Context: an optimization exercise on an open-source flow, tuned for small area and a short achievable clock period. The choices shown serve that exercise and are no tape-out recipe. The RTL was checked by simulation tests, not by an equivalence proof against the original design. The clock input has no modelled driver; a real chip could not lean on it and would need a root buffer or a full tree. Power is estimated from default activity; no workload was simulated.

run A:
## pipelined_multiplier
module pipelined_multiplier (
    input clk,
    input rst,
    input [10:0] n1,
    input [7:0] n2,
    output reg [18:0] product
);
    reg [10:0] a1;
    reg [7:0] b1;
    reg [48:0] r2;
    reg [32:0] r3;
    reg v1, v2, v3;
    wire pp1;
    wire pp2;
    wire pp3;
    wire pp4;
    wire pp5;
    wire pp6;
    wire pp7;
    wire pp8;
    wire pp9;
    wire pp10;
    wire pp11;
    wire pp12;
    wire pp13;
    wire pp14;
    wire pp15;
    wire pp16;
    wire pp17;
    wire pp18;
    wire pp19;
    wire pp20;
    wire pp21;
    wire pp22;
    wire pp23;
    wire pp24;
    wire pp25;
    wire pp26;
    wire pp27;
    wire pp28;
    wire pp29;
    wire pp30;
    wire pp31;
    wire pp32;
    wire pp33;
    wire pp34;
    wire pp35;
    wire pp36;
    wire pp37;
    wire pp38;
    wire pp39;
    wire pp40;
    wire pp41;
    wire pp42;
    wire pp43;
    wire pp44;
    wire pp45;
    wire pp46;
    wire pp47;
    wire pp48;
    wire pp49;
    wire pp50;
    wire pp51;
    wire pp52;
    wire pp53;
    wire pp54;
    wire pp55;
    wire pp56;
    wire pp57;
    wire pp58;
    wire pp59;
    wire pp60;
    wire pp61;
    wire pp62;
    wire pp63;
    wire pp64;
    wire pp65;
    wire pp66;
    wire pp67;
    wire pp68;
    wire pp69;
    wire pp70;
    wire pp71;
    wire pp72;
    wire pp73;
    wire pp74;
  ...
Size in the first run: about 120 flip-flops, ~40 I/O pins.
clock: 4.5 ns
lec_check: 0
abc_area: 1
cap_margin: 20
core_margin: 2
core_utilization: 60
setup_slack_margin: 2.85
slew_margin: 20
standard.sh (not shown) runs the stock make flow with config.mk's settings and CLKGATE_MAP_FILE= SYNTH_SCRIPT=/design/flow/synth_recipe.tcl, a recipe that flattens the netlist after the stock synthesis.
==> flow/flow/run.sh <==
#!/bin/bash
# Own layout flow: the standard ORFS flow (standard.sh) with three changes:
#  - synthesis: the same script as synth_recipe.tcl, except that the second
#    part of Yosys's synth (fine:) runs with -noabc, so the bit-level adders
#    of the design reach extract_fa as written and map onto full-adder cells
#    without inverters between them (the final ABC mapping still runs);
#  - port buffers: buffer_ports uses sky130_fd_sc_hd__buf_1 instead of the
#    cell it picks by itself (clkdlybuf4s50_1);
#  - clock tree: flow/mycts.tcl (sourced before CTS) replaces
#    clock_tree_synthesis with a small tree: the clock port drives four
#    clkbuf_16 buffers; three drive the flip-flops outside r2 directly, the
#    fourth drives three clkbuf_8 buffers that drive r2, so r2's clock
#    arrives one buffer later (skew only between internal registers).
# Each tool's output goes to its own log file in the work folder.
set -euo pipefail
work=$(pwd)
first='proc synth {args} { yosys synth -nofsm -noshare {*}$args }'
if [[ "$(head -1 synth_recipe.tcl)" == "$first" ]]; then
  {
    echo 'proc synth {args} { if {[lsearch $args "fine:"] >= 0} { yosys synth -nofsm -noshare -noabc {*}$args } else { yosys synth -nofsm -noshare {*}$args } }'
    tail -n +2 synth_recipe.tcl
  } > "$work/own_synth.tcl"
else
  cp synth_recipe.tcl "$work/own_synth.tcl"
fi
extra=()
if [[ -f flow/extra.mk ]]; then
  while IFS= read -r line; do
    [[ -n "$line" && "$line" != \#* ]] && extra+=("$line")
  done < flow/extra.mk
fi
bash standard.sh SYNTH_SCRIPT="$work/own_synth.tcl" \
  "BUFFER_PORTS_ARGS=-buffer_cell sky130_fd_sc_hd__buf_1" "PRE_CTS_TCL=$work/flow/mycts.tcl" ${extra[@]+"${extra[@]}"} finish \
  > "$work/orfs_make.log" 2>&1
Other scripts of this flow, unchanged in this note and not shown: flow/flow/mycts.tcl
Run A did not stop at any stage, and its layout met the timing, DRC and antenna checks.
The inputs of run B differ from those of run A as listed below.
# run A
export LEC_CHECK = 0
export ABC_AREA = 1
export CAP_MARGIN = 20
export CORE_MARGIN = 2
export CORE_UTILIZATION = 60
export SETUP_SLACK_MARGIN = 2.85
export SLEW_MARGIN = 20
create_clock -name core_clock -period 4.5 [get_ports {clk}]
# run B
export LEC_CHECK = 0
export ABC_AREA = 1
export CAP_MARGIN = 20
export CORE_MARGIN = 2
export CORE_UTILIZATION = 60
export SETUP_SLACK_MARGIN = 2.95
export SLEW_MARGIN = 20
create_clock -name core_clock -period 4.5 [get_ports {clk}]
Notes after the runs:
Latest clock arrival within the worst-skew pair delta (run A -> run B): insignificant
Cmp run B vs run A: instance area at placement higher in run B
Delta (run B minus run A): routed wire length up 3.9%, final standard cell area without fillers up 4.4%.
[inputs] run C vs run B
# run B
export LEC_CHECK = 0
export ABC_AREA = 1
export CAP_MARGIN = 20
export CORE_MARGIN = 2
export CORE_UTILIZATION = 60
export SETUP_SLACK_MARGIN = 2.95
export SLEW_MARGIN = 20
create_clock -name core_clock -period 4.5 [get_ports {clk}]
# run C
export LEC_CHECK = 0
export ABC_AREA = 1
export CAP_MARGIN = 20
export CORE_MARGIN = 2
export CORE_UTILIZATION = 60
export SETUP_SLACK_MARGIN = 3.0
export SLEW_MARGIN = 20
create_clock -name core_clock -period 4.5 [get_ports {clk}]
[summary]
Compare run C and run B | global-route total usage across every layer lower: run B
Per the comparison of run C with run B, internal power component shows an increase of about 2%; routed wire length shows an increase of 64 um; cell area shows an increase of 160 um2.
In terms of minimum clock period, run C and run B differ only marginally.
Run C ended up with product[17] as its startpoint of the worst setup timing path; run B ended up with product[14].
Clock network fraction of total power for run C: 0.4 points down relative to run B
Run B -> run C: total power draw increased by a few percent
Diff run B -> run C: logic gate share of total power picked up an extra 1.2 points, worst max-slew margin expressed relative to the limit picked up an extra 0.44 points, clock insertion delay at the later pin of the skew report neither gained nor lost much.
Setup changes, run C to run D
# run C
export LEC_CHECK = 0
export ABC_AREA = 1
export CAP_MARGIN = 20
export CORE_MARGIN = 2
export CORE_UTILIZATION = 60
export SETUP_SLACK_MARGIN = 3.0
export SLEW_MARGIN = 20
create_clock -name core_clock -period 4.5 [get_ports {clk}]
# run D
export LEC_CHECK = 0
export ABC_AREA = 1
export CAP_MARGIN = 20
export CORE_MARGIN = 2
export CORE_UTILIZATION = 60
export SETUP_SLACK_MARGIN = 2.9
export SLEW_MARGIN = 20
create_clock -name core_clock -period 4.5 [get_ports {clk}]
Results
Area of the multi-input gates was lower in run D than in run C. The final layout from run D, which completed every stage, passed the timing, DRC and antenna checks at the end of the flow. In run D the routed metal-1 wire length turned out 1.5% lower than in run C. Run C ended up with flip-flop to primary output as its class of the most critical setup path; run D ended up with flip-flop to flip-flop. Routed wire length: run D better than run C. Compared with run C, in run D worst setup slack about even, worst slack after detailed placement fell 0.024 ns, relative contribution of sequential cells to total power rose 2.0 points, length of routed met2 wiring fell 10%, number of vias after detailed routing fell 2.8%. Run comparison: run D last element of the critical path r3[22]; run C last element of the critical path product[17].
The following lists how run E was set up differently from run D:
# run D
export LEC_CHECK = 0
export ABC_AREA = 1
export CAP_MARGIN = 20
export CORE_MARGIN = 2
export CORE_UTILIZATION = 60
export SETUP_SLACK_MARGIN = 2.9
export SLEW_MARGIN = 20
create_clock -name core_clock -period 4.5 [get_ports {clk}]
# run E
export LEC_CHECK = 0
export ABC_AREA = 1
export CAP_MARGIN = 20
export CORE_MARGIN = 2
export CORE_UTILIZATION = 60
export SETUP_SLACK_MARGIN = 2.8
export SLEW_MARGIN = 20
create_clock -name core_clock -period 4.5 [get_ports {clk}]
--- a/flow/flow/run.sh
+++ b/flow/flow/run.sh
@@ -8,8 +8,6 @@
 #    cell it picks by itself (clkdlybuf4s50_1);
 #  - clock tree: flow/mycts.tcl (sourced before CTS) replaces
-#    clock_tree_synthesis with a small tree: the clock port drives four
-#    clkbuf_16 buffers; three drive the flip-flops outside r2 directly, the
-#    fourth drives three clkbuf_8 buffers that drive r2, so r2's clock
-#    arrives one buffer later (skew only between internal registers).
+#    clock_tree_synthesis with a one-level tree (4 clkbuf_16 buffers fed by
+#    the clock port, each driving a quarter of the flip-flops).
 # Each tool's output goes to its own log file in the work folder.
 set -euo pipefail
Results
The post-route total power of run E was superior to that of run D.
Compared to run D, run E has critical path depth 1 higher.
Run E ends up with a global routing usage on met2 that is 0.37 points higher than in run D.
Run comparison: run E capture point of the critical path r2[24]; run D capture point of the critical path r3[22]
Run E vs run D, launching element of the worst setup path: a1[2] vs r2[34]
Against run D, via count in run E came out worse.
Run D and run E ended up with roughly the same worst slew margin relative to its limit.
The run showing the smaller sequential power share is run D.
In terms of filler-free cell count of the finished design, run E and run D differ only marginally.
[compare] base=run D new=run E: final critical-path setup slack saw a decrease, average wire per cell in the routed design shows no meaningful change, internal power consumption -0.000054 W, worst-case setup slack after placement moved up.
> inputs changed (run E -> run F)
# run E
export LEC_CHECK = 0
export ABC_AREA = 1
export CAP_MARGIN = 20
export CORE_MARGIN = 2
export CORE_UTILIZATION = 60
export SETUP_SLACK_MARGIN = 2.8
export SLEW_MARGIN = 20
create_clock -name core_clock -period 4.5 [get_ports {clk}]
# run F
export LEC_CHECK = 0
export ABC_AREA = 1
export CAP_MARGIN = 20
export CORE_MARGIN = 2
export CORE_UTILIZATION = 60
export SETUP_SLACK_MARGIN = 2.9
export SLEW_MARGIN = 20
create_clock -name core_clock -period 4.5 [get_ports {clk}]
--- outcome ---
Cmp run F vs run E: final weighted congestion in routability-driven placement higher in run F. When the final numbers for run F and run E were put side by side, the core utilization turned out to be smaller in run E. Final cell count delta (run E -> run F): insignificant.
In every run of this note, the design's own scripts or RTL, not TritonCTS, make the clock network.


pipelined_multiplier, a different RTL version from the one above (not shown whole).
Size: ~410 cells after synthesis, about 120 flip-flops, roughly 40 I/O pins, about 0.0052 mm² of cells after synthesis.
Settings: LEC_CHECK=0, CAP_MARGIN=20, CORE_MARGIN=2, CORE_UTILIZATION=60, SETUP_SLACK_MARGIN=2.65, SLEW_MARGIN=20; clock period 4.5 ns.
==> flow/flow/run.sh <==
#!/bin/bash
# Own layout flow: the standard ORFS flow (standard.sh) with three changes:
#  - synthesis: the same script as synth_recipe.tcl, except that the second
#    part of Yosys's synth (fine:) runs with -noabc, so the bit-level adders
#    of the design reach extract_fa as written and map onto full-adder cells
#    without inverters between them (the final ABC mapping still runs);
#  - port buffers: buffer_ports uses sky130_fd_sc_hd__buf_2 instead of the
#    cell it picks by itself (clkdlybuf4s50_1);
#  - clock tree: flow/mycts.tcl (sourced before CTS) replaces
#    clock_tree_synthesis with a two-level tree (root and 9 leaf buffers).
# Each tool's output goes to its own log file in the work folder.
set -euo pipefail
work=$(pwd)
first='proc synth {args} { yosys synth -nofsm -noshare {*}$args }'
if [[ "$(head -1 synth_recipe.tcl)" == "$first" ]]; then
  {
    echo 'proc synth {args} { if {[lsearch $args "fine:"] >= 0} { yosys synth -nofsm -noshare -noabc {*}$args } else { yosys synth -nofsm -noshare {*}$args } }'
    tail -n +2 synth_recipe.tcl
  } > "$work/own_synth.tcl"
else
  cp synth_recipe.tcl "$work/own_synth.tcl"
fi
extra=()
if [[ -f flow/extra.mk ]]; then
  while IFS= read -r line; do
    [[ -n "$line" && "$line" != \#* ]] && extra+=("$line")
  done < flow/extra.mk
fi
bash standard.sh SYNTH_SCRIPT="$work/own_synth.tcl" \
  "BUFFER_PORTS_ARGS=-buffer_cell sky130_fd_sc_hd__buf_2" "PRE_CTS_TCL=$work/flow/mycts.tcl" ${extra[@]+"${extra[@]}"} finish \
  > "$work/orfs_make.log" 2>&1
==> flow/flow/mycts.tcl <==
# Clock tree for a small design: the clock port drives one root buffer,
# which drives NLEAF leaf buffers, each driving one group of flip-flops
# (groups formed by position so each leaf is near its flip-flops).
# Replaces clock_tree_synthesis, whose H-tree makes 17 buffers here.
rename clock_tree_synthesis orig_clock_tree_synthesis
proc clock_tree_synthesis {args} {
  set leaf_cell sky130_fd_sc_hd__clkbuf_8
  set root_cell sky130_fd_sc_hd__clkbuf_16
  set nleaf 9
  if {[info exists ::env(OWN_CTS_LEAVES)]} { set nleaf $::env(OWN_CTS_LEAVES) }
  if {[info exists ::env(OWN_CTS_LEAF_CELL)]} { set leaf_cell $::env(OWN_CTS_LEAF_CELL) }
  if {[info exists ::env(OWN_CTS_ROOT_CELL)]} { set root_cell $::env(OWN_CTS_ROOT_CELL) }
  set block [ord::get_db_block]
  set clk_port [lindex [all_clocks] 0]
  set clk_net [[$block findBTerm clk] getNet]
  set sinks {}
  foreach pin [get_pins -of_objects [get_nets clk]] {
    if {[get_property $pin direction] ne "input"} { continue }
    set it [sta::sta_to_db_pin $pin]
    set bb [[$it getInst] getBBox]
    lappend sinks [list [expr {([$bb xMin] + [$bb xMax]) / 2}] [expr {([$bb yMin] + [$bb yMax]) / 2}] $pin]
  }
  set n [llength $sinks]
  puts "own cts: $n sinks, $nleaf leaf buffers"
  # split into nleaf groups: sort by y into rows of groups, then by x
  set ny [expr {int(sqrt($nleaf))}]
  if {$ny < 1} { set ny 1 }
  set nx [expr {($nleaf + $ny - 1) / $ny}]
  set groups {}
  set byy [lsort -integer -index 1 $sinks]
  set per_row [expr {($n + $ny - 1) / $ny}]
  for {set r 0} {$r < $ny} {incr r} {
    set row [lrange $byy [expr {$r * $per_row}] [expr {($r + 1) * $per_row - 1}]]
    set byx [lsort -integer -index 0 $row]
    set m [llength $byx]
    set per [expr {($m + $nx - 1) / $nx}]
    for {set c 0} {$c < $nx} {incr c} {
      set g [lrange $byx [expr {$c * $per}] [expr {($c + 1) * $per - 1}]]
      if {[llength $g]} { lappend groups $g }
    }
  }
  set dbu [$block getDbUnitsPerMicron]
  set leaves {}
  set k 0
  foreach g $groups {
    set sx 0; set sy 0; set pins {}
    foreach s $g { set sx [expr {$sx + [lindex $s 0]}]; set sy [expr {$sy + [lindex $s 1]}]; lappend pins [lindex $s 2] }
    set cx [expr {double($sx) / [llength $g] / $dbu}]
    set cy [expr {double($sy) / [llength $g] / $dbu}]
    set name "clkleaf_$k"
    set r [insert_buffer -buffer_cell $leaf_cell -net [get_nets clk] -load_pins $pins -location [list $cx $cy] -buffer_name $name -net_name "clknet_leaf_$k"]
    set name [get_full_name $r]
    lappend leaves $name
    incr k
  }
  # root buffer at the centre of the leaves
  set sx 0; set sy 0; set pins {}
  foreach l $leaves {
    set bb [[$block findInst $l] getBBox]
    set sx [expr {$sx + ([$bb xMin] + [$bb xMax]) / 2}]
    set sy [expr {$sy + ([$bb yMin] + [$bb yMax]) / 2}]
    lappend pins [get_pins $l/A]
  }
  set cx [expr {double($sx) / [llength $leaves] / $dbu}]
  set cy [expr {double($sy) / [llength $leaves] / $dbu}]
  insert_buffer -buffer_cell $root_cell -net [get_nets clk] -load_pins $pins -location [list $cx $cy] -buffer_name clkroot -net_name clknet_root
  foreach net [$block getNets] {
    set nm [$net getName]
    if {[string match clknet_* $nm] || $net eq $clk_net} { $net setSigType CLOCK }
  }
  set_propagated_clock [all_clocks]
}
Then changed:
--- a/flow/flow/run.sh
+++ b/flow/flow/run.sh
@@ -5,8 +5,9 @@
 #    of the design reach extract_fa as written and map onto full-adder cells
 #    without inverters between them (the final ABC mapping still runs);
-#  - port buffers: buffer_ports uses sky130_fd_sc_hd__buf_2 instead of the
+#  - port buffers: buffer_ports uses sky130_fd_sc_hd__buf_1 instead of the
 #    cell it picks by itself (clkdlybuf4s50_1);
 #  - clock tree: flow/mycts.tcl (sourced before CTS) replaces
-#    clock_tree_synthesis with a two-level tree (root and 9 leaf buffers).
+#    clock_tree_synthesis with a one-level tree (4 clkbuf_16 buffers fed by
+#    the clock port, each driving a quarter of the flip-flops).
 # Each tool's output goes to its own log file in the work folder.
 set -euo pipefail
@@ -28,4 +29,4 @@
 fi
 bash standard.sh SYNTH_SCRIPT="$work/own_synth.tcl" \
-  "BUFFER_PORTS_ARGS=-buffer_cell sky130_fd_sc_hd__buf_2" "PRE_CTS_TCL=$work/flow/mycts.tcl" ${extra[@]+"${extra[@]}"} finish \
+  "BUFFER_PORTS_ARGS=-buffer_cell sky130_fd_sc_hd__buf_1" "PRE_CTS_TCL=$work/flow/mycts.tcl" ${extra[@]+"${extra[@]}"} finish \
   > "$work/orfs_make.log" 2>&1
--- a/flow/flow/mycts.tcl
+++ b/flow/flow/mycts.tcl
@@ -1,11 +1,7 @@
-# Clock tree for a small design: the clock port drives one root buffer,
-# which drives NLEAF leaf buffers, each driving one group of flip-flops
-# (groups formed by position so each leaf is near its flip-flops).
-# Replaces clock_tree_synthesis, whose H-tree makes 17 buffers here.
 rename clock_tree_synthesis orig_clock_tree_synthesis
 proc clock_tree_synthesis {args} {
-  set leaf_cell sky130_fd_sc_hd__clkbuf_8
-  set root_cell sky130_fd_sc_hd__clkbuf_16
-  set nleaf 9
+  set leaf_cell sky130_fd_sc_hd__clkbuf_16
+  set root_cell none
+  set nleaf 4
   if {[info exists ::env(OWN_CTS_LEAVES)]} { set nleaf $::env(OWN_CTS_LEAVES) }
   if {[info exists ::env(OWN_CTS_LEAF_CELL)]} { set leaf_cell $::env(OWN_CTS_LEAF_CELL) }
@@ -54,4 +50,12 @@
     incr k
   }
+  if {$root_cell eq "none"} {
+    foreach net [$block getNets] {
+      set nm [$net getName]
+      if {[string match clknet_* $nm] || $net eq $clk_net} { $net setSigType CLOCK }
+    }
+    set_propagated_clock [all_clocks]
+    return
+  }
   # root buffer at the centre of the leaves
   set sx 0; set sy 0; set pins {}
Settings changed: SETUP_SLACK_MARGIN 2.65 to 2.75.
What happened: The changed run passed the timing, DRC and antenna checks. Power falls by about 5%. Design area is lower by about 1.5%. Setup slack improves by 0.037 ns. Fmax is higher by 2.1%.
Then changed:
--- a/flow/flow/run.sh
+++ b/flow/flow/run.sh
@@ -5,9 +5,8 @@
 #    of the design reach extract_fa as written and map onto full-adder cells
 #    without inverters between them (the final ABC mapping still runs);
-#  - port buffers: buffer_ports uses sky130_fd_sc_hd__buf_1 instead of the
+#  - port buffers: buffer_ports uses sky130_fd_sc_hd__buf_2 instead of the
 #    cell it picks by itself (clkdlybuf4s50_1);
 #  - clock tree: flow/mycts.tcl (sourced before CTS) replaces
-#    clock_tree_synthesis with a one-level tree (4 clkbuf_16 buffers fed by
-#    the clock port, each driving a quarter of the flip-flops).
+#    clock_tree_synthesis with a two-level tree (root and 9 leaf buffers).
 # Each tool's output goes to its own log file in the work folder.
 set -euo pipefail
@@ -29,4 +28,4 @@
 fi
 bash standard.sh SYNTH_SCRIPT="$work/own_synth.tcl" \
-  "BUFFER_PORTS_ARGS=-buffer_cell sky130_fd_sc_hd__buf_1" "PRE_CTS_TCL=$work/flow/mycts.tcl" ${extra[@]+"${extra[@]}"} finish \
+  "BUFFER_PORTS_ARGS=-buffer_cell sky130_fd_sc_hd__buf_2" "PRE_CTS_TCL=$work/flow/mycts.tcl" ${extra[@]+"${extra[@]}"} finish \
   > "$work/orfs_make.log" 2>&1
--- a/flow/flow/mycts.tcl
+++ b/flow/flow/mycts.tcl
@@ -1,7 +1,11 @@
+# Clock tree for a small design: the clock port drives one root buffer,
+# which drives NLEAF leaf buffers, each driving one group of flip-flops
+# (groups formed by position so each leaf is near its flip-flops).
+# Replaces clock_tree_synthesis, whose H-tree makes 17 buffers here.
 rename clock_tree_synthesis orig_clock_tree_synthesis
 proc clock_tree_synthesis {args} {
-  set leaf_cell sky130_fd_sc_hd__clkbuf_16
-  set root_cell none
-  set nleaf 4
+  set leaf_cell sky130_fd_sc_hd__clkbuf_8
+  set root_cell sky130_fd_sc_hd__clkbuf_16
+  set nleaf 9
   if {[info exists ::env(OWN_CTS_LEAVES)]} { set nleaf $::env(OWN_CTS_LEAVES) }
   if {[info exists ::env(OWN_CTS_LEAF_CELL)]} { set leaf_cell $::env(OWN_CTS_LEAF_CELL) }
@@ -50,12 +54,4 @@
     incr k
   }
-  if {$root_cell eq "none"} {
-    foreach net [$block getNets] {
-      set nm [$net getName]
-      if {[string match clknet_* $nm] || $net eq $clk_net} { $net setSigType CLOCK }
-    }
-    set_propagated_clock [all_clocks]
-    return
-  }
   # root buffer at the centre of the leaves
   set sx 0; set sy 0; set pins {}
Settings changed: CORE_UTILIZATION 60 to 75, SETUP_SLACK_MARGIN 2.75 to 2.65.
=> Worst setup slack loses 0.057 ns; routed wire length climbs by 13%; hold slack is worse by 0.0055 ns; die area falls by 19%.
Then changed:
Settings changed: CORE_UTILIZATION 75 to 60, SETUP_SLACK_MARGIN 2.65 to 2.55.
The new run finished with timing, DRC and antenna clean; synthesized cell count does not change; die area came out higher by a quarter to a third; wire length fell by roughly a tenth; sequential share of layout area drops by 0.28 points; worst hold slack hardly moves; final area increases slightly; power came out lower slightly.
In every run of this note, the design's own scripts or RTL, not TritonCTS, make the clock network.

afterwards: timing with drivers on the ports:
Ports are ideal in the flow. The routed layouts listed here were re-timed in OpenROAD. Step 1 sets driving cells, clkbuf_16 on the clock port and buf_2 on the other inputs (assumed; they add their load-dependent delay and slew). Step 2 times the ports against the registers' clock, not the clock port: input delays grow and output delays shrink by t, the midpoint of the rising clock arrivals with the driver on. Three values: ideal ports, drivers, drivers and shift; two values: the first two.
run	shift t [ns]	setup WS [ns]	hold WS [ns]	latest minus earliest clock arrival (ns)
run A	0.292	2.878 / 2.878 / 2.878	0.358 / 0.358 / 0.358	0.139 / 0.139
run B	0.293	2.952 / 2.881 / 2.955	0.356 / 0.356 / 0.356	0.145 / 0.145
run C	0.293	2.951 / 2.879 / 2.961	0.357 / 0.357 / 0.357	0.142 / 0.142
run D	0.284	2.952 / 2.887 / 2.923	0.366 / 0.366 / 0.366	0.136 / 0.135
run E	0.290	2.853 / 2.853 / 2.853	0.361 / 0.361 / 0.361	0.135 / 0.134
run F	0.284	2.952 / 2.887 / 2.923	0.366 / 0.366 / 0.366	0.136 / 0.135
the first run of note 2	0.364	2.732 / 2.732 / 2.732	0.331 / 0.331 / 0.331	0.015 / 0.015
the second run of note 2	0.244	2.769 / 2.769 / 2.769	0.338 / 0.338 / 0.338	0.012 / 0.012
the third run of note 2	0.365	2.711 / 2.711 / 2.711	0.333 / 0.333 / 0.333	0.016 / 0.016
the fourth run of note 2	0.364	2.725 / 2.725 / 2.725	0.331 / 0.331 / 0.331	0.016 / 0.016
After both steps every run listed still meets setup and hold. Setup slack includes reset recovery checks.
